Background: an optimization exercise with open tools, aiming at small area, a short achievable clock period and few clock cycles. Do not read the settings as production practice.
Power and IR drop assume default switching activity.

==> module ME, before the edit <==
module ME(
    input clk,
    input rst_n,
    input block_valid,
    input area_valid,
    input [7:0] in_data,
    output logic out_valid,
    output logic signed [2:0] out_vector
);
logic [7:0] blk [0:15];
always_ff @(posedge clk)
    if (block_valid) begin
        for (int k = 0; k < 15; k++) blk[k] <= blk[k+1];
        blk[15] <= in_data;
    end
logic [7:0] pix;
logic [15:0] gt;
always_ff @(posedge clk) begin
    pix <= in_data;
    for (int k = 0; k < 16; k++) gt[k] <= in_data > blk[k];
end
function automatic [11:0] addabs(input [11:0] p, input [7:0] a, input [7:0] b, input g);
    logic [7:0] m;
    m = {8{~g}};
    addabs = p + {4'hf, a ^ m} + {4'h0, ~b ^ m} + 12'd1;
endfunction
function automatic [11:0] psmask(input integer s);
    integer n;
    n = (s / 8) * 4 + ((s % 8) < 3 ? (s % 8) : 3) + 1;    
    psmask = n == 1 ? 12'h0ff : n == 2 ? 12'h1ff : n <= 4 ? 12'h3ff : n <= 8 ? 12'h7ff : 12'hfff;
endfunction
logic [11:0] ps [0:27];
always_ff @(posedge clk)
    for (int s = 0; s < 28; s++)
        if (s % 8 < 4)
            ps[s] <= addabs(s == 0 ? 12'd0 : ps[s-1], pix, blk[(s/8)*4 + s%8], gt[(s/8)*4 + s%8])
                     & psmask(s);
        else
            ps[s] <= ps[s-1];
wire [11:0] sad = ps[27];
logic [5:0] idx0, idx1;
logic v0, v1;
always_ff @(posedge clk, negedge rst_n)
    if (!rst_n) begin
        v0 <= 1'b0;
        v1 <= 1'b0;
    end else begin
        v0 <= area_valid;
        v1 <= v0;
    end
always_ff @(posedge clk) begin
    idx0 <= block_valid ? 6'd0 : idx0 + {5'd0, v0};
    idx1 <= idx0;
end
wire win_ok = v1 && idx1[5:3] >= 3'd3 && idx1[2:0] >= 3'd3;
wire first  = idx1 == 6'd27;
logic [11:0] min_sad;
wire better = first || sad < min_sad;
logic [2:0] min_x, min_y;
wire [2:0] cur_x = idx1[2:0] - 3'd5;    
wire [2:0] cur_y = 3'd5 - idx1[5:3];    
always_ff @(posedge clk)
    if (win_ok && better) begin
        min_sad <= sad;
        min_x   <= cur_x;
        min_y   <= cur_y;
    end
wire last = v1 && idx1 == 6'd63;
logic second;
always_ff @(posedge clk, negedge rst_n)
    if (!rst_n) begin
        out_valid  <= 1'b0;
        second     <= 1'b0;
        out_vector <= 3'd0;
    end else begin
        second <= 1'b0;
        if (last) begin
            out_valid  <= 1'b1;
            out_vector <= better ? cur_x : min_x;
            second     <= 1'b1;
        end else if (second) begin
            out_vector <= min_y;
        end else begin
            out_valid  <= 1'b0;
            out_vector <= 3'd0;
        end
    end
endmodule
clock: 5.5 ns
lec_check: 0
abc_clock_period_in_ps: 2200
cap_margin: 20
core_margin: 2
core_utilization: 40
setup_slack_margin: 3.3
slew_margin: 20
tns_end_percent: 100
run.sh (not shown) runs the stock make flow with config.mk's settings and CLKGATE_MAP_FILE= SYNTH_SCRIPT=/design/flow/synth_recipe.tcl, a recipe that flattens the netlist after the stock synthesis.
Next try:
==> flow/design.v (replaced) <==
module ME(
    input clk,
    input rst_n,
    input block_valid,
    input area_valid,
    input [7:0] in_data,
    output logic out_valid,
    output logic signed [2:0] out_vector
);
logic [7:0] blk [0:15];
always_ff @(posedge clk)
    if (block_valid) begin
        for (int k = 0; k < 15; k++) blk[k] <= blk[k+1];
        blk[15] <= in_data;
    end
logic [7:0] pix;
always_ff @(posedge clk) pix <= in_data;
logic [7:0] adv [0:15];
logic       adc [0:15];
always_ff @(posedge clk)
    for (int k = 0; k < 16; k++) begin
        logic [8:0] e;
        e = {1'b0, pix} + {1'b0, ~blk[k]};
        adv[k] <= e[7:0] ^ {8{~e[8]}};
        adc[k] <= e[8];
    end
function automatic [11:0] psmask(input integer s);
    integer n;
    n = (s / 8) * 4 + ((s % 8) < 3 ? (s % 8) : 3) + 1;    
    psmask = n == 1 ? 12'h0ff : n == 2 ? 12'h1ff : n <= 4 ? 12'h3ff : n <= 8 ? 12'h7ff : 12'hfff;
endfunction
logic [11:0] ps [0:27];
always_ff @(posedge clk)
    for (int s = 0; s < 28; s++)
        if (s % 8 < 4)
            ps[s] <= ((s == 0 ? 12'd0 : ps[s-1]) + {4'd0, adv[(s/8)*4 + s%8]}
                      + {11'd0, adc[(s/8)*4 + s%8]}) & psmask(s);
        else
            ps[s] <= ps[s-1];
wire [11:0] sad = ps[27];
logic [5:0] idx0, idx1, idx2;
logic v0, v1, v2;
always_ff @(posedge clk, negedge rst_n)
    if (!rst_n) begin
        v0 <= 1'b0;
        v1 <= 1'b0;
        v2 <= 1'b0;
    end else begin
        v0 <= area_valid;
        v1 <= v0;
        v2 <= v1;
    end
always_ff @(posedge clk) begin
    idx0 <= block_valid ? 6'd0 : idx0 + {5'd0, v0};
    idx1 <= idx0;
    idx2 <= idx1;
end
wire win_ok = v2 && idx2[5:3] >= 3'd3 && idx2[2:0] >= 3'd3;
wire first  = idx2 == 6'd27;
logic [11:0] min_sad;
wire better = first || sad < min_sad;
logic [2:0] min_x, min_y;
wire [2:0] cur_x = idx2[2:0] - 3'd5;    
wire [2:0] cur_y = 3'd5 - idx2[5:3];    
always_ff @(posedge clk)
    if (win_ok && better) begin
        min_sad <= sad;
        min_x   <= cur_x;
        min_y   <= cur_y;
    end
wire last = v2 && idx2 == 6'd63;
logic second;
always_ff @(posedge clk, negedge rst_n)
    if (!rst_n) begin
        out_valid  <= 1'b0;
        second     <= 1'b0;
        out_vector <= 3'd0;
    end else begin
        second <= 1'b0;
        if (last) begin
            out_valid  <= 1'b1;
            out_vector <= better ? cur_x : min_x;
            second     <= 1'b1;
        end else if (second) begin
            out_vector <= min_y;
        end else begin
            out_valid  <= 1'b0;
            out_vector <= 3'd0;
        end
    end
endmodule
Worst setup slack gets better by 690 ps.
Design area went down by 0.33%.
Global-route usage drops by 1.1 points.
Synthesized cell count is lower by 5.3%.
Routed wire length came out lower by 5.6%.
Count of clock-buffer cells in the layout grows by 9.
Register-to-register slack improves by 690 ps.
Area after synthesis went up by 0.93%.
Via count goes down by 0.90%.
Hold slack degrades by 4.3 ps.
Core utilization drops by 0.42 points.
Total power drops by 23%.
Fmax rose by 28%.
No functional check of the RTL was part of any run of this note.

-- static timing again, ports no longer ideal --
In the flow no input, the clock included, has a driving cell. The finished layouts below were timed again as built, in two steps. Step 1 (the two cells are an assumption about what drives the block):
set clk [get_ports {clk}]
set_driving_cell -lib_cell sky130_fd_sc_hd__clkbuf_16 $clk
set_driving_cell -lib_cell sky130_fd_sc_hd__buf_2 [delete_from_list [all_inputs] $clk]
Step 2 moves the port delays by t, midway between the first and last clock arrival at a register: inputs arrive t later, outputs are due t later. That takes back most of the time a late clock gives input paths. Three values: no drivers, after step 1, after step 2; two values: the first two.
| run | t (ns) | setup WS [ns] | hold slack, ns | slew at the worst register clock pin (ns) | worst slew at a driven data input, ns |
|---|---|---|---|---|---|
| the first run | 0.665 | 2.366 / 2.366 / 2.366 | 0.321 / 0.321 / 0.321 | 0.07 / 0.07 | 0.06 |
| the second run | 0.653 | 3.057 / 3.057 / 2.764 | 0.317 / 0.317 / 0.317 | 0.07 / 0.07 | 0.04 |
After both steps every run listed still meets setup and hold. The setup slack of the second run, which loses most, moves by 0.000 ns with the drivers and by -0.293 ns with both steps.
